Source: an optimization exercise on an open RTL-to-GDS flow (aim: small area). Production flows keep margins and buffers that such runs may drop.
Function was checked by simulation only, so behaviour that the tests miss may differ from the original.
No activity file was given, so power comes from the tool's default toggle rates.

### flow/flow/run.sh
#!/bin/bash
# Standard layout, except that synthesis maps the logic with an area-oriented
# ABC script (see my_synth.tcl). Each tool's output goes to its own log here.
set -euo pipefail
W=$(pwd)
export MY_ABC_SCRIPT=$W/flow/area.abc
sed "s#SYNTH_SCRIPT=[^ ]*#SYNTH_SCRIPT=$W/flow/my_synth.tcl#" standard.sh > standard_area.sh
bash standard_area.sh > flow_make.log 2>&1
### flow/flow/area.abc
strash
dch -f
map -a
strash
dch -f
map -a
strash
dch -f
map -a
topo
### flow/flow/my_synth.tcl
# The standard flow's synthesis script, with only the ABC mapping script replaced by an
# area-oriented one (flow/area.abc); everything else is unchanged.
proc abc {args} {
  set i [lsearch -exact $args -script]
  if {$i >= 0} { lset args [expr {$i + 1}] $::env(MY_ABC_SCRIPT) }
  yosys abc {*}$args
}
source [file join [file dirname $::env(FLOW_CONFIG)] synth_recipe.tcl]
### flow/standard.sh
#!/bin/bash
# synth_recipe.tcl (not shown) runs the flow's synth.tcl, then flattens the netlist and writes it again
# the make line also repeats each setting of config.mk as NAME=value (left out here)
make -C /OpenROAD-flow-scripts/flow DESIGN_CONFIG=/design/flow/config.mk WORK_HOME=/design/flow/orfs CLKGATE_MAP_FILE= SYNTH_SCRIPT=/design/flow/synth_recipe.tcl "${@:-finish}"
### flow/config.mk
export PLATFORM = sky130hd
export DESIGN_NAME = map
export DESIGN_NICKNAME = map
export VERILOG_FILES = /design/flow/design.v
export SDC_FILE = /design/flow/constraint.sdc
export NUM_CORES = 4
export LEC_CHECK = 0
export ABC_AREA = 1
export CAP_MARGIN = 20
export CORE_MARGIN = 2
export CORE_UTILIZATION = 40
export SLEW_MARGIN = 20
### flow/constraint.sdc
create_clock -name core_clock -period 12.0 [get_ports {CLOCK}]
set_input_delay 2.4000 -clock core_clock [delete_from_list [all_inputs] [get_ports {CLOCK}]]
set_output_delay 2.4000 -clock core_clock [all_outputs]
set_load 0.01 [all_outputs]
### flow/design.v
module map_pixel(input [6:0] xx, input [5:0] yy, output m, output sg, output dg);
    function mapf;
        input [6:0] fx;
        input [5:0] fy;
        begin
            case (fy)
            4: mapf = (fx >= 45 && fx <= 53);
            5: mapf = (fx >= 44 && fx <= 54);
            6: mapf = (fx >= 41 && fx <= 55);
            7: mapf = (fx >= 41 && fx <= 55);
            8: mapf = (fx >= 28 && fx <= 31) || (fx >= 39 && fx <= 57);
            9: mapf = (fx >= 28 && fx <= 31) || (fx >= 39 && fx <= 57);
            10: mapf = (fx >= 25 && fx <= 32) || (fx >= 39 && fx <= 58);
            11: mapf = (fx >= 24 && fx <= 32) || (fx >= 37 && fx <= 58);
            12: mapf = (fx >= 23 && fx <= 57);
            13: mapf = (fx >= 21 && fx <= 57) || (fx >= 60 && fx <= 63);
            14: mapf = (fx >= 19 && fx <= 55) || (fx >= 59 && fx <= 63) || (fx >= 72 && fx <= 76);
            15: mapf = (fx >= 19 && fx <= 55) || (fx >= 59 && fx <= 63) || fx == 65 || (fx >= 72 && fx <= 76);
            16: mapf = (fx >= 19 && fx <= 53) || (fx >= 57 && fx <= 65) || (fx >= 67 && fx <= 68) || (fx >= 73 && fx <= 81);
            17: mapf = (fx >= 19 && fx <= 51) || (fx >= 56 && fx <= 65) || (fx >= 67 && fx <= 68) || (fx >= 77 && fx <= 83);
            18: mapf = (fx >= 18 && fx <= 51) || (fx >= 53 && fx <= 69) || (fx >= 78 && fx <= 81);
            19: mapf = (fx >= 18 && fx <= 49) || (fx >= 53 && fx <= 69) || (fx >= 78 && fx <= 81);
            20: mapf = (fx >= 17 && fx <= 72);
            21: mapf = (fx >= 17 && fx <= 73) || (fx >= 83 && fx <= 85);
            22: mapf = (fx >= 17 && fx <= 73) || (fx >= 83 && fx <= 85);
            23: mapf = (fx >= 17 && fx <= 75) || (fx >= 82 && fx <= 89);
            24: mapf = (fx >= 16 && fx <= 77) || (fx >= 80 && fx <= 88);
            25: mapf = (fx >= 16 && fx <= 89);
            26: mapf = (fx >= 16 && fx <= 89);
            27: mapf = (fx >= 13 && fx <= 88);
            28: mapf = (fx >= 13 && fx <= 88);
            29: mapf = (fx >= 12 && fx <= 89);
            30: mapf = (fx >= 12 && fx <= 89);
            31: mapf = (fx >= 11 && fx <= 89);
            32: mapf = (fx >= 11 && fx <= 89);
            33: mapf = (fx >= 11 && fx <= 89);
            34: mapf = (fx >= 11 && fx <= 88);
            35: mapf = (fx >= 10 && fx <= 88);
            36: mapf = (fx >= 10 && fx <= 88);
            37: mapf = (fx >= 10 && fx <= 87);
            38: mapf = (fx >= 10 && fx <= 87);
            39: mapf = (fx >= 10 && fx <= 90);
            40: mapf = (fx >= 9 && fx <= 91);
            41: mapf = (fx >= 9 && fx <= 10) || (fx >= 13 && fx <= 77);
            42: mapf = (fx >= 9 && fx <= 10) || (fx >= 16 && fx <= 24) || (fx >= 30 && fx <= 71);
            43: mapf = (fx >= 8 && fx <= 11) || (fx >= 16 && fx <= 18) || (fx >= 34 && fx <= 67);
            44: mapf = (fx >= 8 && fx <= 11) || (fx >= 16 && fx <= 18) || (fx >= 34 && fx <= 67);
            45: mapf = (fx >= 8 && fx <= 12) || (fx >= 16 && fx <= 18) || (fx >= 27 && fx <= 29) || (fx >= 37 && fx <= 65);
            46: mapf = (fx >= 8 && fx <= 12) || (fx >= 24 && fx <= 29) || (fx >= 39 && fx <= 63);
            47: mapf = (fx >= 9 && fx <= 12) || (fx >= 24 && fx <= 30) || (fx >= 35 && fx <= 38) || (fx >= 40 && fx <= 60);
            48: mapf = (fx >= 9 && fx <= 12) || (fx >= 24 && fx <= 30) || (fx >= 35 && fx <= 38) || (fx >= 40 && fx <= 60);
            49: mapf = (fx >= 19 && fx <= 20) || (fx >= 23 && fx <= 33) || (fx >= 36 && fx <= 39) || (fx >= 42 && fx <= 59);
            50: mapf = (fx >= 18 && fx <= 21) || (fx >= 23 && fx <= 29) || fx == 32 || (fx >= 37 && fx <= 39) || (fx >= 45 && fx <= 58);
            51: mapf = (fx >= 18 && fx <= 21) || (fx >= 23 && fx <= 29) || fx == 32 || (fx >= 37 && fx <= 39) || (fx >= 45 && fx <= 58);
            52: mapf = (fx >= 17 && fx <= 26) || (fx >= 28 && fx <= 30) || (fx >= 46 && fx <= 54);
            53: mapf = (fx >= 16 && fx <= 24) || (fx >= 49 && fx <= 50);
            54: mapf = (fx >= 17 && fx <= 22) || (fx >= 24 && fx <= 26) || (fx >= 47 && fx <= 50) || (fx >= 52 && fx <= 54);
            55: mapf = (fx >= 17 && fx <= 21) || (fx >= 48 && fx <= 55);
            56: mapf = (fx >= 18 && fx <= 20) || (fx >= 51 && fx <= 54);
            57: mapf = (fx >= 18 && fx <= 20) || (fx >= 51 && fx <= 54);
            58: mapf = (fx >= 18 && fx <= 20) || fx == 52;
            59: mapf = (fx >= 18 && fx <= 20) || fx == 52;
            default: mapf = 1'b0;
            endcase
        end
    endfunction
    function sgf;
        input [6:0] fx;
        input [5:0] fy;
        begin
            case (fy)
            17: sgf = (fx >= 29 && fx <= 31);
            18: sgf = (fx >= 28 && fx <= 29) || fx == 34;
            19: sgf = (fx >= 27 && fx <= 28);
            20: sgf = (fx >= 27 && fx <= 28) || fx == 32 || fx == 36;
            21: sgf = (fx >= 27 && fx <= 28);
            22: sgf = (fx >= 27 && fx <= 28) || fx == 33 || fx == 35;
            23: sgf = (fx >= 28 && fx <= 29);
            24: sgf = (fx >= 29 && fx <= 31);
            default: sgf = 1'b0;
            endcase
        end
    endfunction
    function dgf;
        input [6:0] fx;
        input [5:0] fy;
        begin
            case (fy)
            14: dgf = (fx >= 6 && fx <= 9) || fx == 12 || (fx >= 15 && fx <= 17) || (fx >= 20 && fx <= 24) || fx == 28 || fx == 32 || fx == 36 || (fx >= 39 && fx <= 41) || (fx >= 44 && fx <= 48) || fx == 57 || (fx >= 62 && fx <= 64) || fx == 67 || fx == 71 || fx == 73 || (fx >= 75 && fx <= 78) || (fx >= 81 && fx <= 85) || (fx >= 87 && fx <= 90);
            15: dgf = fx == 6 || fx == 10 || fx == 12 || fx == 14 || fx == 18 || fx == 22 || fx == 27 || fx == 29 || fx == 32 || fx == 36 || fx == 38 || fx == 42 || fx == 44 || fx == 56 || fx == 58 || fx == 61 || fx == 65 || fx == 67 || fx == 71 || fx == 73 || fx == 75 || fx == 79 || fx == 81 || fx == 87 || fx == 91;
            16: dgf = fx == 6 || fx == 10 || fx == 12 || fx == 14 || fx == 22 || fx == 26 || fx == 30 || (fx >= 32 && fx <= 33) || fx == 36 || fx == 38 || fx == 44 || fx == 55 || fx == 59 || fx == 61 || fx == 65 || fx == 67 || fx == 71 || fx == 73 || fx == 75 || fx == 79 || fx == 81 || fx == 87 || fx == 91;
            17: dgf = fx == 6 || fx == 10 || fx == 12 || (fx >= 15 && fx <= 17) || fx == 22 || fx == 26 || fx == 30 || fx == 32 || fx == 34 || fx == 36 || fx == 38 || (fx >= 44 && fx <= 46) || fx == 55 || fx == 59 || fx == 61 || fx == 65 || fx == 67 || fx == 71 || fx == 73 || (fx >= 75 && fx <= 78) || (fx >= 81 && fx <= 83) || fx == 87 || fx == 91;
            18: dgf = fx == 6 || fx == 10 || fx == 12 || fx == 18 || fx == 22 || (fx >= 26 && fx <= 30) || fx == 32 || (fx >= 35 && fx <= 36) || fx == 38 || fx == 44 || (fx >= 55 && fx <= 59) || fx == 61 || fx == 63 || fx == 65 || fx == 67 || fx == 71 || fx == 73 || fx == 75 || fx == 77 || fx == 81 || fx == 87 || fx == 91;
            19: dgf = fx == 6 || fx == 10 || fx == 12 || fx == 14 || fx == 18 || fx == 22 || fx == 26 || fx == 30 || fx == 32 || fx == 36 || fx == 38 || fx == 42 || fx == 44 || fx == 55 || fx == 59 || fx == 61 || (fx >= 64 && fx <= 65) || fx == 67 || fx == 71 || fx == 73 || fx == 75 || fx == 78 || fx == 81 || fx == 87 || fx == 91;
            20: dgf = (fx >= 6 && fx <= 9) || fx == 12 || (fx >= 15 && fx <= 17) || fx == 22 || fx == 26 || fx == 30 || fx == 32 || fx == 36 || (fx >= 39 && fx <= 41) || (fx >= 44 && fx <= 48) || fx == 55 || fx == 59 || (fx >= 62 && fx <= 64) || (fx >= 68 && fx <= 70) || fx == 73 || fx == 75 || fx == 79 || (fx >= 81 && fx <= 85) || (fx >= 87 && fx <= 90);
            22: dgf = (fx >= 6 && fx <= 91);
            30: dgf = fx == 9;
            31: dgf = (fx >= 8 && fx <= 9);
            32: dgf = (fx >= 7 && fx <= 9) || (fx >= 25 && fx <= 28) || fx == 31 || (fx >= 34 && fx <= 36) || (fx >= 38 && fx <= 39) || fx == 41 || fx == 43 || fx == 47 || fx == 51 || fx == 55 || (fx >= 58 && fx <= 60) || (fx >= 63 && fx <= 67) || fx == 72 || fx == 74 || fx == 78 || fx == 83 || fx == 87 || fx == 89 || fx == 93;
            33: dgf = (fx >= 6 && fx <= 9) || fx == 25 || fx == 29 || fx == 31 || fx == 33 || fx == 37 || fx == 41 || fx == 46 || fx == 48 || fx == 51 || fx == 55 || fx == 57 || fx == 61 || fx == 63 || fx == 72 || fx == 74 || fx == 78 || fx == 83 || fx == 87 || (fx >= 89 && fx <= 90) || (fx >= 92 && fx <= 93);
            34: dgf = (fx >= 5 && fx <= 22) || fx == 25 || fx == 29 || fx == 31 || fx == 33 || fx == 41 || fx == 45 || fx == 49 || (fx >= 51 && fx <= 52) || fx == 55 || fx == 57 || fx == 63 || fx == 72 || (fx >= 74 && fx <= 75) || fx == 78 || fx == 83 || fx == 86 || fx == 89 || fx == 91 || fx == 93;
            35: dgf = (fx >= 4 && fx <= 22) || fx == 25 || fx == 29 || fx == 31 || (fx >= 34 && fx <= 36) || fx == 41 || fx == 45 || fx == 49 || fx == 51 || fx == 53 || fx == 55 || fx == 57 || (fx >= 63 && fx <= 65) || fx == 72 || fx == 74 || fx == 76 || fx == 78 || (fx >= 83 && fx <= 85) || fx == 89 || fx == 93;
            36: dgf = (fx >= 5 && fx <= 22) || fx == 25 || fx == 29 || fx == 31 || fx == 37 || fx == 41 || (fx >= 45 && fx <= 49) || fx == 51 || (fx >= 54 && fx <= 55) || fx == 57 || fx == 63 || fx == 72 || fx == 74 || (fx >= 77 && fx <= 78) || fx == 83 || fx == 86 || fx == 89 || fx == 93;
            37: dgf = (fx >= 6 && fx <= 9) || fx == 25 || fx == 29 || fx == 31 || fx == 33 || fx == 37 || fx == 41 || fx == 45 || fx == 49 || fx == 51 || fx == 55 || fx == 57 || fx == 61 || fx == 63 || fx == 72 || fx == 74 || fx == 78 || fx == 83 || fx == 87 || fx == 89 || fx == 93;
            38: dgf = (fx >= 7 && fx <= 9) || (fx >= 25 && fx <= 28) || fx == 31 || (fx >= 34 && fx <= 36) || fx == 41 || fx == 45 || fx == 49 || fx == 51 || fx == 55 || (fx >= 58 && fx <= 60) || (fx >= 63 && fx <= 67) || fx == 72 || fx == 74 || fx == 78 || fx == 83 || fx == 87 || fx == 89 || fx == 93;
            39: dgf = (fx >= 8 && fx <= 9);
            40: dgf = fx == 9;
            default: dgf = 1'b0;
            endcase
        end
    endfunction
    assign m = mapf(xx, yy);
    assign sg = sgf(xx, yy);
    assign dg = dgf(xx, yy);
endmodule
module map_cross(input [6:0] xx, input [5:0] yy, input [6:0] cx, input [5:0] cy, output c);
    wire [6:0] ex = xx - cx;
    wire [5:0] ey = yy - cy;
    wire ex0 = (ex == 7'd0);
    wire ey0 = (ey == 6'd0);
    assign c = (ex0 & (ey0 | (ey == 6'd1) | (ey == 6'h3f))) | (ey0 & ((ex == 7'd1) | (ex == 7'h7f)));
endmodule
module map_lookup(input [6:0] qx, input [5:0] qy, output [3:0] lk);
    function mapf;
        input [6:0] fx;
        input [5:0] fy;
        begin
            case (fy)
            4: mapf = (fx >= 45 && fx <= 53);
            5: mapf = (fx >= 44 && fx <= 54);
            6: mapf = (fx >= 41 && fx <= 55);
            7: mapf = (fx >= 41 && fx <= 55);
            8: mapf = (fx >= 28 && fx <= 31) || (fx >= 39 && fx <= 57);
            9: mapf = (fx >= 28 && fx <= 31) || (fx >= 39 && fx <= 57);
            10: mapf = (fx >= 25 && fx <= 32) || (fx >= 39 && fx <= 58);
            11: mapf = (fx >= 24 && fx <= 32) || (fx >= 37 && fx <= 58);
            12: mapf = (fx >= 23 && fx <= 57);
            13: mapf = (fx >= 21 && fx <= 57) || (fx >= 60 && fx <= 63);
            14: mapf = (fx >= 19 && fx <= 55) || (fx >= 59 && fx <= 63) || (fx >= 72 && fx <= 76);
            15: mapf = (fx >= 19 && fx <= 55) || (fx >= 59 && fx <= 63) || fx == 65 || (fx >= 72 && fx <= 76);
            16: mapf = (fx >= 19 && fx <= 53) || (fx >= 57 && fx <= 65) || (fx >= 67 && fx <= 68) || (fx >= 73 && fx <= 81);
            17: mapf = (fx >= 19 && fx <= 51) || (fx >= 56 && fx <= 65) || (fx >= 67 && fx <= 68) || (fx >= 77 && fx <= 83);
            18: mapf = (fx >= 18 && fx <= 51) || (fx >= 53 && fx <= 69) || (fx >= 78 && fx <= 81);
            19: mapf = (fx >= 18 && fx <= 49) || (fx >= 53 && fx <= 69) || (fx >= 78 && fx <= 81);
            20: mapf = (fx >= 17 && fx <= 72);
            21: mapf = (fx >= 17 && fx <= 73) || (fx >= 83 && fx <= 85);
            22: mapf = (fx >= 17 && fx <= 73) || (fx >= 83 && fx <= 85);
            23: mapf = (fx >= 17 && fx <= 75) || (fx >= 82 && fx <= 89);
            24: mapf = (fx >= 16 && fx <= 77) || (fx >= 80 && fx <= 88);
            25: mapf = (fx >= 16 && fx <= 89);
            26: mapf = (fx >= 16 && fx <= 89);
            27: mapf = (fx >= 13 && fx <= 88);
            28: mapf = (fx >= 13 && fx <= 88);
            29: mapf = (fx >= 12 && fx <= 89);
            30: mapf = (fx >= 12 && fx <= 89);
            31: mapf = (fx >= 11 && fx <= 89);
            32: mapf = (fx >= 11 && fx <= 89);
            33: mapf = (fx >= 11 && fx <= 89);
            34: mapf = (fx >= 11 && fx <= 88);
            35: mapf = (fx >= 10 && fx <= 88);
            36: mapf = (fx >= 10 && fx <= 88);
            37: mapf = (fx >= 10 && fx <= 87);
            38: mapf = (fx >= 10 && fx <= 87);
            39: mapf = (fx >= 10 && fx <= 90);
            40: mapf = (fx >= 9 && fx <= 91);
            41: mapf = (fx >= 9 && fx <= 10) || (fx >= 13 && fx <= 77);
            42: mapf = (fx >= 9 && fx <= 10) || (fx >= 16 && fx <= 24) || (fx >= 30 && fx <= 71);
            43: mapf = (fx >= 8 && fx <= 11) || (fx >= 16 && fx <= 18) || (fx >= 34 && fx <= 67);
            44: mapf = (fx >= 8 && fx <= 11) || (fx >= 16 && fx <= 18) || (fx >= 34 && fx <= 67);
            45: mapf = (fx >= 8 && fx <= 12) || (fx >= 16 && fx <= 18) || (fx >= 27 && fx <= 29) || (fx >= 37 && fx <= 65);
            46: mapf = (fx >= 8 && fx <= 12) || (fx >= 24 && fx <= 29) || (fx >= 39 && fx <= 63);
            47: mapf = (fx >= 9 && fx <= 12) || (fx >= 24 && fx <= 30) || (fx >= 35 && fx <= 38) || (fx >= 40 && fx <= 60);
            48: mapf = (fx >= 9 && fx <= 12) || (fx >= 24 && fx <= 30) || (fx >= 35 && fx <= 38) || (fx >= 40 && fx <= 60);
            49: mapf = (fx >= 19 && fx <= 20) || (fx >= 23 && fx <= 33) || (fx >= 36 && fx <= 39) || (fx >= 42 && fx <= 59);
            50: mapf = (fx >= 18 && fx <= 21) || (fx >= 23 && fx <= 29) || fx == 32 || (fx >= 37 && fx <= 39) || (fx >= 45 && fx <= 58);
            51: mapf = (fx >= 18 && fx <= 21) || (fx >= 23 && fx <= 29) || fx == 32 || (fx >= 37 && fx <= 39) || (fx >= 45 && fx <= 58);
            52: mapf = (fx >= 17 && fx <= 26) || (fx >= 28 && fx <= 30) || (fx >= 46 && fx <= 54);
            53: mapf = (fx >= 16 && fx <= 24) || (fx >= 49 && fx <= 50);
            54: mapf = (fx >= 17 && fx <= 22) || (fx >= 24 && fx <= 26) || (fx >= 47 && fx <= 50) || (fx >= 52 && fx <= 54);
            55: mapf = (fx >= 17 && fx <= 21) || (fx >= 48 && fx <= 55);
            56: mapf = (fx >= 18 && fx <= 20) || (fx >= 51 && fx <= 54);
            57: mapf = (fx >= 18 && fx <= 20) || (fx >= 51 && fx <= 54);
            58: mapf = (fx >= 18 && fx <= 20) || fx == 52;
            59: mapf = (fx >= 18 && fx <= 20) || fx == 52;
            default: mapf = 1'b0;
            endcase
        end
    endfunction
    function sgf;
        input [6:0] fx;
        input [5:0] fy;
        begin
            case (fy)
            17: sgf = (fx >= 29 && fx <= 31);
            18: sgf = (fx >= 28 && fx <= 29) || fx == 34;
            19: sgf = (fx >= 27 && fx <= 28);
            20: sgf = (fx >= 27 && fx <= 28) || fx == 32 || fx == 36;
            21: sgf = (fx >= 27 && fx <= 28);
            22: sgf = (fx >= 27 && fx <= 28) || fx == 33 || fx == 35;
            23: sgf = (fx >= 28 && fx <= 29);
            24: sgf = (fx >= 29 && fx <= 31);
            default: sgf = 1'b0;
            endcase
        end
    endfunction
    function dgf;
        input [6:0] fx;
        input [5:0] fy;
        begin
            case (fy)
            14: dgf = (fx >= 6 && fx <= 9) || fx == 12 || (fx >= 15 && fx <= 17) || (fx >= 20 && fx <= 24) || fx == 28 || fx == 32 || fx == 36 || (fx >= 39 && fx <= 41) || (fx >= 44 && fx <= 48) || fx == 57 || (fx >= 62 && fx <= 64) || fx == 67 || fx == 71 || fx == 73 || (fx >= 75 && fx <= 78) || (fx >= 81 && fx <= 85) || (fx >= 87 && fx <= 90);
            15: dgf = fx == 6 || fx == 10 || fx == 12 || fx == 14 || fx == 18 || fx == 22 || fx == 27 || fx == 29 || fx == 32 || fx == 36 || fx == 38 || fx == 42 || fx == 44 || fx == 56 || fx == 58 || fx == 61 || fx == 65 || fx == 67 || fx == 71 || fx == 73 || fx == 75 || fx == 79 || fx == 81 || fx == 87 || fx == 91;
            16: dgf = fx == 6 || fx == 10 || fx == 12 || fx == 14 || fx == 22 || fx == 26 || fx == 30 || (fx >= 32 && fx <= 33) || fx == 36 || fx == 38 || fx == 44 || fx == 55 || fx == 59 || fx == 61 || fx == 65 || fx == 67 || fx == 71 || fx == 73 || fx == 75 || fx == 79 || fx == 81 || fx == 87 || fx == 91;
            17: dgf = fx == 6 || fx == 10 || fx == 12 || (fx >= 15 && fx <= 17) || fx == 22 || fx == 26 || fx == 30 || fx == 32 || fx == 34 || fx == 36 || fx == 38 || (fx >= 44 && fx <= 46) || fx == 55 || fx == 59 || fx == 61 || fx == 65 || fx == 67 || fx == 71 || fx == 73 || (fx >= 75 && fx <= 78) || (fx >= 81 && fx <= 83) || fx == 87 || fx == 91;
            18: dgf = fx == 6 || fx == 10 || fx == 12 || fx == 18 || fx == 22 || (fx >= 26 && fx <= 30) || fx == 32 || (fx >= 35 && fx <= 36) || fx == 38 || fx == 44 || (fx >= 55 && fx <= 59) || fx == 61 || fx == 63 || fx == 65 || fx == 67 || fx == 71 || fx == 73 || fx == 75 || fx == 77 || fx == 81 || fx == 87 || fx == 91;
            19: dgf = fx == 6 || fx == 10 || fx == 12 || fx == 14 || fx == 18 || fx == 22 || fx == 26 || fx == 30 || fx == 32 || fx == 36 || fx == 38 || fx == 42 || fx == 44 || fx == 55 || fx == 59 || fx == 61 || (fx >= 64 && fx <= 65) || fx == 67 || fx == 71 || fx == 73 || fx == 75 || fx == 78 || fx == 81 || fx == 87 || fx == 91;
            20: dgf = (fx >= 6 && fx <= 9) || fx == 12 || (fx >= 15 && fx <= 17) || fx == 22 || fx == 26 || fx == 30 || fx == 32 || fx == 36 || (fx >= 39 && fx <= 41) || (fx >= 44 && fx <= 48) || fx == 55 || fx == 59 || (fx >= 62 && fx <= 64) || (fx >= 68 && fx <= 70) || fx == 73 || fx == 75 || fx == 79 || (fx >= 81 && fx <= 85) || (fx >= 87 && fx <= 90);
            22: dgf = (fx >= 6 && fx <= 91);
            30: dgf = fx == 9;
            31: dgf = (fx >= 8 && fx <= 9);
            32: dgf = (fx >= 7 && fx <= 9) || (fx >= 25 && fx <= 28) || fx == 31 || (fx >= 34 && fx <= 36) || (fx >= 38 && fx <= 39) || fx == 41 || fx == 43 || fx == 47 || fx == 51 || fx == 55 || (fx >= 58 && fx <= 60) || (fx >= 63 && fx <= 67) || fx == 72 || fx == 74 || fx == 78 || fx == 83 || fx == 87 || fx == 89 || fx == 93;
            33: dgf = (fx >= 6 && fx <= 9) || fx == 25 || fx == 29 || fx == 31 || fx == 33 || fx == 37 || fx == 41 || fx == 46 || fx == 48 || fx == 51 || fx == 55 || fx == 57 || fx == 61 || fx == 63 || fx == 72 || fx == 74 || fx == 78 || fx == 83 || fx == 87 || (fx >= 89 && fx <= 90) || (fx >= 92 && fx <= 93);
            34: dgf = (fx >= 5 && fx <= 22) || fx == 25 || fx == 29 || fx == 31 || fx == 33 || fx == 41 || fx == 45 || fx == 49 || (fx >= 51 && fx <= 52) || fx == 55 || fx == 57 || fx == 63 || fx == 72 || (fx >= 74 && fx <= 75) || fx == 78 || fx == 83 || fx == 86 || fx == 89 || fx == 91 || fx == 93;
            35: dgf = (fx >= 4 && fx <= 22) || fx == 25 || fx == 29 || fx == 31 || (fx >= 34 && fx <= 36) || fx == 41 || fx == 45 || fx == 49 || fx == 51 || fx == 53 || fx == 55 || fx == 57 || (fx >= 63 && fx <= 65) || fx == 72 || fx == 74 || fx == 76 || fx == 78 || (fx >= 83 && fx <= 85) || fx == 89 || fx == 93;
            36: dgf = (fx >= 5 && fx <= 22) || fx == 25 || fx == 29 || fx == 31 || fx == 37 || fx == 41 || (fx >= 45 && fx <= 49) || fx == 51 || (fx >= 54 && fx <= 55) || fx == 57 || fx == 63 || fx == 72 || fx == 74 || (fx >= 77 && fx <= 78) || fx == 83 || fx == 86 || fx == 89 || fx == 93;
            37: dgf = (fx >= 6 && fx <= 9) || fx == 25 || fx == 29 || fx == 31 || fx == 33 || fx == 37 || fx == 41 || fx == 45 || fx == 49 || fx == 51 || fx == 55 || fx == 57 || fx == 61 || fx == 63 || fx == 72 || fx == 74 || fx == 78 || fx == 83 || fx == 87 || fx == 89 || fx == 93;
            38: dgf = (fx >= 7 && fx <= 9) || (fx >= 25 && fx <= 28) || fx == 31 || (fx >= 34 && fx <= 36) || fx == 41 || fx == 45 || fx == 49 || fx == 51 || fx == 55 || (fx >= 58 && fx <= 60) || (fx >= 63 && fx <= 67) || fx == 72 || fx == 74 || fx == 78 || fx == 83 || fx == 87 || fx == 89 || fx == 93;
            39: dgf = (fx >= 8 && fx <= 9);
            40: dgf = fx == 9;
            default: dgf = 1'b0;
            endcase
        end
    endfunction
    assign lk = {mapf(qx, qy + 6'd1), mapf(qx - 7'd1, qy), mapf(qx + 7'd1, qy), mapf(qx, qy - 6'd1)};
endmodule
module map(input CLOCK, input rst, input tick, input pbu, pbu_ndb, pbd, pbd_ndb, pbl, pbl_ndb, pbr, pbr_ndb, pbc, SW0, SW1, SW14, input [2:0] layer, input [31:0] x, y, output reg [15:0] oled_data, output reg [7:0] seg_map, output reg [3:0] an_map);
    reg [6:0] x1, x2;        
    reg [5:0] y1, y2;
    reg [1:0] cs;            
    reg [4:0] cnt;           
    reg [1:0] rc;            
    reg [3:0] lk1, lk2;      
    reg [12:0] nsq;          
    reg [2:0] dm;            
    wire L1 = (layer == 3'd1);
    wire sw = SW14;
    wire [1:0] ncs = sw ? 2'd0 : cs;
    wire sel2 = ~cs[1] & cs[0];
    wire [6:0] qx = sel2 ? x2 : x1;
    wire [5:0] qy = sel2 ? y2 : y1;
    wire [3:0] lk;
    map_lookup u_lk (.qx(qx), .qy(qy), .lk(lk));
    wire home1 = (x1 == 7'd45) & (y1 == 6'd30);
    wire [3:0] lkc = ncs[0] ? lk2 : lk1;
    wire mode0 = SW0 & L1;
    wire bd = L1 & (mode0 ? pbd_ndb : pbd);
    wire bl = L1 & (mode0 ? pbl_ndb : pbl);
    wire br = L1 & (mode0 ? pbr_ndb : pbr);
    wire bu = L1 & (mode0 ? pbu_ndb : pbu);
    wire md = bd & lkc[3];
    wire ml = ~md & bl & lkc[2];
    wire mr = ~md & ~ml & br & lkc[1];
    wire mu = ~md & ~ml & ~mr & bu & lkc[0];
    wire any = md | ml | mr | mu;
    wire cen = ~any & pbc & L1;
    wire cfull = cnt[4] & cnt[2] & cnt[0];           
    wire step = any & (~mode0 | cfull) & ~ncs[1];
    wire stx = step & (ml | mr);
    wire sty = step & (md | mu);
    wire dn = ml | mu;                               
    wire clr = ncs[1] & ncs[0] & L1 & pbc;           
    wire [6:0] bx1 = sw ? 7'd45 : x1;
    wire [5:0] by1 = sw ? 6'd30 : y1;
    wire [6:0] bx2 = sw ? 7'd45 : x2;
    wire [5:0] by2 = sw ? 6'd30 : y2;
    wire [6:0] mvx = ncs[0] ? bx2 : bx1;
    wire [5:0] mvy = ncs[0] ? by2 : by1;
    wire [6:0] mvc = sty ? {1'b0, mvy} : mvx;
    reg [6:0] stp;
    reg cy;
    integer k;
    always @(*) begin
        cy = 1'b1;
        for (k = 0; k < 7; k = k + 1) begin
            stp[k] = mvc[k] ^ cy;
            cy = cy & (mvc[k] ^ dn);
        end
    end
    wire neg = ncs[0] ^ dn;
    wire [6:0] c1s = sty ? {1'b0, by1} : bx1;
    wire [6:0] c2s = sty ? {1'b0, by2} : bx2;
    wire [6:0] opa = neg ? c2s : c1s;
    wire [6:0] opb = neg ? c1s : c2s;
    wire [7:0] sd = {1'b0, opa} - {1'b0, opb};
    wire [12:0] nbase = sw ? 13'd0 : nsq;
    wire [12:0] nmove = nbase + {{4{sd[7]}}, sd, 1'b1};
    always @(posedge CLOCK) begin
        if (rst) begin
            x1 <= 7'd45; y1 <= 6'd30; x2 <= 7'd45; y2 <= 6'd30;
            lk1 <= 4'd0; lk2 <= 4'd0; nsq <= 13'd0;
            cs <= 2'd0; cnt <= 5'd0; rc <= 2'd0;
        end else if (tick) begin
            lk1 <= sel2 ? (home1 ? 4'b1111 : lk1) : lk;
            lk2 <= sel2 ? lk : (cs == 2'd0) ? 4'b1111 : lk2;
            rc <= rc[1] ? 2'd0 : {rc[0], ~rc[0]};
            if (mode0 & any & ~ncs[1]) cnt <= cfull ? 5'd0 : cnt + 5'd1;
            if (clr) begin
                x1 <= 7'd45; y1 <= 6'd30; x2 <= 7'd45; y2 <= 6'd30;
            end else begin
                x1 <= (stx & ~ncs[0]) ? stp : bx1;
                y1 <= (sty & ~ncs[0]) ? stp[5:0] : by1;
                x2 <= (stx & ncs[0]) ? stp : bx2;
                y2 <= (sty & ncs[0]) ? stp[5:0] : by2;
            end
            nsq <= clr ? 13'd0 : step ? nmove : nbase;
            case (ncs)
                2'd0: cs <= cen ? 2'd1 : 2'd0;
                2'd1: cs <= cen ? 2'd2 : 2'd1;
                2'd2: cs <= (L1 & pbc) ? 2'd3 : 2'd2;
                2'd3: cs <= clr ? 2'd0 : 2'd3;
            endcase
        end
    end
    wire act = cs[1];
    reg [2:0] ph;
    reg fin;
    reg [6:0] r;
    reg [5:0] q;
    reg [1:0] nb;
    always @(*) begin
        case (ph)
            3'd1: nb = nsq[11:10];
            3'd2: nb = nsq[9:8];
            3'd3: nb = nsq[7:6];
            3'd4: nb = nsq[5:4];
            3'd5: nb = nsq[3:2];
            default: nb = {1'b0, nsq[12]};
        endcase
    end
    wire first = (ph == 3'd0);
    wire [6:0] r0 = first ? 7'd0 : r;
    wire [5:0] q0 = first ? 6'd0 : q;
    wire [8:0] rr = {r0, nb};
    wire [8:0] tr = rr - {1'b0, q0, 2'b01};
    wire done = (ph == 3'd7);
    always @(posedge CLOCK) begin
        if (rst | ~act) begin
            ph <= 3'd0;
            fin <= 1'b0;
        end else begin
            ph <= done ? 3'd1 : ph + 3'd1;
            if (ph == 3'd6) fin <= 1'b1;
        end
        if (act & ~fin & (ph != 3'd6)) begin
            r <= tr[8] ? rr[6:0] : tr[6:0];
            q <= {q0[4:0], ~tr[8]};
        end
    end
    always @(posedge CLOCK) begin
        if (rst) dm <= 3'b000;
        else if (tick) begin
            if (ncs == 2'd0) dm <= 3'b001;
            else if ((ncs == 2'd3) & ~clr & done & L1) dm <= {1'b1, rc};
        end
    end
    wire [3:0] ones = q % 10;
    wire [3:0] tens = q / 10;
    wire [3:0] digit = dm[0] ? tens : dm[1] ? 4'd0 : ones;
    reg [6:0] seg7;
    always @(*) begin
        case (digit)
            4'd1: seg7 = 7'b1111001;
            4'd2: seg7 = 7'b0100100;
            4'd3: seg7 = 7'b0110000;
            4'd4: seg7 = 7'b0011001;
            4'd5: seg7 = 7'b0010010;
            4'd6: seg7 = 7'b0000010;
            4'd7: seg7 = 7'b1111000;
            4'd8: seg7 = 7'b0000000;
            4'd9: seg7 = 7'b0010000;
            default: seg7 = 7'b1000000;
        endcase
        if (dm[2]) begin
            seg_map = {1'b1, seg7};
            an_map = dm[1] ? 4'b1011 : dm[0] ? 4'b1101 : 4'b1110;
        end else begin
            seg_map = {8{dm[0]}};
            an_map = {4{dm[0]}};
        end
    end
    wire [6:0] xx = x[6:0];
    wire [5:0] yy = y[5:0];
    wire m, sg, dg;
    map_pixel u_px (.xx(xx), .yy(yy), .m(m), .sg(sg), .dg(dg));
    wire c1, c2;
    map_cross u_c1 (.xx(xx), .yy(yy), .cx(x1), .cy(y1), .c(c1));
    map_cross u_c2 (.xx(xx), .yy(yy), .cx(x2), .cy(y2), .c(c2));
    wire SW1L = SW1 & L1;
    wire SW14L = SW14 & L1;
    wire wht = sg | (m & yy[5]);
    reg cr, cg;
    always @(*) begin
        if (SW1L) begin cr = m | sg; cg = wht; end
        else if (SW14L) begin cr = m | c1; cg = c1; end
        else case (cs)
            2'd0: begin cr = m | c1; cg = c1; end
            2'd1: begin cr = (m & ~c1) | c2; cg = c1 | c2; end
            2'd2: begin cr = m & ~c1 & ~c2; cg = c1 | c2; end
            default: begin cr = dg; cg = 1'b0; end
        endcase
    end
    reg oR, oG, oB;
    always @(posedge CLOCK) begin
        if (rst) begin oR <= 1'b0; oG <= 1'b0; oB <= 1'b0; end
        else begin oR <= cr; oG <= cg; oB <= SW1L & wht; end
    end
    always @(*) oled_data = {{5{oR}}, {6{oG}}, {5{oB}}};
endmodule
==> summary.txt <==
==> metrics by stage <==
step / cells / total power, mW / util (%) / cell area [µm²] / setup WS (ns)
global route: 3399 / 1.36 / 44.7 / 16800 / 1.30
detailed placement: 3383 / 0.940 / 43.8 / 16400 / 1.85
global placement: 3381 / 0.943 / 43.8 / 16400 / 2.05
finish: 3403 / 1.31 / 44.7 / 16800 / 2.15
floorplan: 2802 / 0.709 / - / 15100 / 3.31
CTS: 3399 / 1.27 / 44.7 / 16800 / 2.22
==> worst max-delay path by stage <==
stage / start / to / slack (ns)
finish: SW14 / nsq[12] / 2.15
global route: SW14 / nsq[11] / 1.30
CTS: SW14 / nsq[12] / 2.22
detailed placement: SW14 / nsq[12] / 1.85
global placement: SW14 / nsq[12] / 2.05
floorplan: SW14 / nsq[12] / 3.31
==> layout by cell type (no fill, tap or decap), types with 57 or more instances in the layout <==
master | synthesis | routed
dfxtp_1 | 66 | 66
nor2_1 | 667 | 667
o21ai_0 | 265 | 263
clkinv_1 | 509 | 509
ha_1 | 71 | 71
nand2_1 | 349 | 349
a21oi_1 | 273 | 273
clkdlybuf4s50_1 | 0 | 57
nor3_1 | 87 | 87
nand3_1 | 81 | 81
==> cells in the mapped netlist, types with 2 or more instances <==
cell       count  area (µm²)
nand2_1      349        1310
clkinv_1     509        1910
nor4_1        19         119
a31oi_1       34         213
a22oi_1       23         173
o31ai_1        6        45.0
nand4_1       28         175
fa_1           6         120
and3_2         2        15.0
o221ai_1      12         105
o2111ai_1     14         123
nor3_1        87         435
a21oi_1      273        1370
a311oi_1       9        78.8
o41ai_1        9        78.8
or2_2          4        25.0
o311ai_0       8        70.1
ha_1          71         888
buf_4         17         128
o21bai_1       4        30.0
o21ai_0      265        1330
a211oi_1      20         150
a41oi_1        2        17.5
nand3_1       81         405
a21o_2         4        35.0
nor2_1       667        2500
a21boi_0       2        15.0
a221oi_1      10        87.6
xnor2_1       12         105
dfxtp_1       66        1320
edfxtp_1      13         390
o21a_1         4        30.0
a32oi_1        6        52.6
xor2_1        36         315
o211ai_1      50         375
o32ai_1        8        70.1
a2111oi_0      6        52.6
o22ai_1       53         332
==> routing by layer <==
metal	wire [µm]	track usage, %
met2	31400	57.7
met4	4890	19.8
met1	30500	50.8
met3	11700	13.6
met5	0	0
==> kinds of logic (layout without fill, tap and decap cells) <==
group,Yosys count,in the layout
AND/OR/NAND/NOR,1240,1240
AO/OA/AOI/OAI,831,831
buffers and inverters,526,612
flip-flops,79,79
adder cells (fa/ha/maj),77,77
XOR/XNOR,48,48
multiplexers,1,1
other,0,4
==> state kept, by name, indices dropped and copies added, names as in the netlist, 5 cells and up <==
signal,cells
y1,6
x2,7
x1,7
r,7
q,6
y2,6
nsq,13
cnt,5
==> critical path: cells and delay by family <==
kind                     cells  cell delay, ns
adder cells (fa/ha/maj)      2            0.84
buffers and inverters        9            2.15
AO/OA/AOI/OAI               15            2.47
XOR/XNOR                     1            0.17
AND/OR/NAND/NOR             15            2.02
==> area by class of cell <==
| type | instances | share of cell area, % |
|---|---|---|
| Multi-Input combinational cell | 2197 | 67.8 |
| Sequential cell | 79 | 10.2 |
| Inverter | 509 | 11.4 |
| Tap cell | 511 | 3.81 |
| Clock buffer | 9 | 1.34 |
| Antenna cell | 4 | 0.0597 |
| Clock inverter | 7 | 0.649 |
| Timing Repair Buffer | 87 | 4.72 |
==> power breakdown <==
part,leakage [nW],internal [mW],switching (mW),total [mW]
registers,0.663,0.279,0.00938,0.288
logic,5.11,0.193,0.497,0.690
clock network,0.164,0.188,0.140,0.328
total,5.94,0.660,0.646,1.31
==> impl_results.md <==
- Status: timing/DRC/antenna clean
- Post-route ant nets: 0
- FF-to-FF setup slack: around 3.5 ns
- Fin Clk Skew: between 0.02 and 0.025 ns
- I/O pin total: 110
- CTS tree: yes
- Setup TNS: 0 ns
- Largest family of logic cells by synthesized area: simple AND/OR/NAND/NOR gates
- Adder-cell share of the synthesized area: under 10%
- Asr flop ratio synth: 0%
- Total global-route track usage: roughly two fifths
- Critical R2R Capture: nsq[12]
- First-pass GRT wire length: around 120000 µm
- Fill cell count: 4147
- Port bufs: 58
- Seq/Total Area, Yosys: 11.3%
- Clock buffer depth: 2
- Hold Path Class: flip-flop to flip-flop
- Die ar.: a little under 0.04 mm²
- Synthesized net count: roughly 3000
- Max cap viols: 0
- Fin crit period: around 10 ns
- Slew HR: between 10% and 20%
- Syn Inst Count: 2802
- Clock sink count: 79
- F_max: about 100 MHz
- Floorplan die width: slightly below 200 µm
- Multi-input logic area: approximately 0.011 mm²
- Crit share post-route: roughly 82%
- Critical Path Most Common Cell: nand2_1
- Initial Util: between 40% and 50%
- Number of synthesized flops with an enable pin: 13
- Pwr dens: 77.9 mW/mm²
- Hold path startpoint: nsq[0]
- CP Max Fanout: 37
- Clock root buffer master: clkbuf_16
- Post-synthesis xor/xnor area fraction: 2.78%
- Final hold vios: 0
- Largest stage delay, worst path: 0.68 ns
- Post-Syn Area: 0.0151 mm²
- FF-to-FF Start: cs[0]
- Clock transition at path regs: about 0.08 ns
- Yosys warnings: 3
- Max H-tree Level: 3
- Hold Path End: nsq[0]
- WHS Path Cells: 2
- Layout area overhead: 10.9%
- P_leak: 5.94 nW
- Post-Syn Area per Cell: 5.40 µm²
- Critical-path top delay cell: nor2_1
- CTS Buf Count: 9
- Die Ht: slightly below 200 µm
- Crit path DAT: about 10 ns
- Hold Slack: approximately 0.46 ns
- Post-synthesis simple-gate area fraction: approximately 33%
- Post-CTS setup buffers: 0
- Gpl congestion: between 1 and 1.5
- Routed wire length: 78600 µm
- Synth unique cells: 51
- Post-CTS resize count: 0
- Final-report setup violation count: 0
- Row cnt: 71
- Number of max-slew violations in the final report: 0
- Worst Path Required: roughly 12 ns
- Post-DP HPWL: ~63000 µm
- CP Launch Type: input pin
- Core ar.: 0.0375 mm²
- Worst Setup Path Type: input pin to flip-flop
- Worst R2R Path Depth: 41
- Drt first-iter violations: around 3500
- Final #Nets: ~3000
- RSZ-0062 raised after global routing: false
- Post-synthesis compound-gate area fraction: 32.5%
- Fraction of layout cells with a size suffix above 1: around 2.2%
- Number of synthesized register bits: a little under 80
- Slew of the pin with the lowest slew margin: 1.28 ns
- Post-route DRC: 0
- CTS Hold Bufs: 0
- Initial antenna violation count: 0
- Grt ovf: 0
- Drt pass-1 iters: 9
- Sequential cell area: about 0.0017 mm²
- Largest net degree at the start of global routing: 43
- Vias after detailed routing: 21800
- Vias in the first global route: 19800
- Worst skew pair latency: around 0.37 ns
- Vias/cell: between 6 and 7
- Routed WL per cell: 23.1 µm
- VDD IR-drop max: about 0.13 mV
- Ys flop type: dfxtp_1
- Multiplexer share of the synthesized area: less than 1%
- CP endpoint kind: flip-flop

## separate check: timing with driven ports
No port has a modelled driver above. Below, the same layout with a new extraction and two added sets of constraints. Step 1: set_driving_cell puts a clkbuf_16 on CLOCK and a buf_2 on each other input, an assumption about the parent block. Step 2 times the ports against the registers' clock, not the clock port: input delays grow and output delays shrink by t, the midpoint of the rising clock arrivals with the driver on. Three values: no drivers, after step 1, after step 2; two values: the first two.
t (ns): 0.417
slack for setup (ns): 2.148 / 2.135 / 1.717
latest minus earliest clock arrival (ns): 0.025 / 0.025
worst register clock-pin slew, ns: 0.09 / 0.09
After both steps setup and hold are still met in this run. The setup slack of this run moves by -0.013 ns with the drivers and by -0.431 ns with both steps.
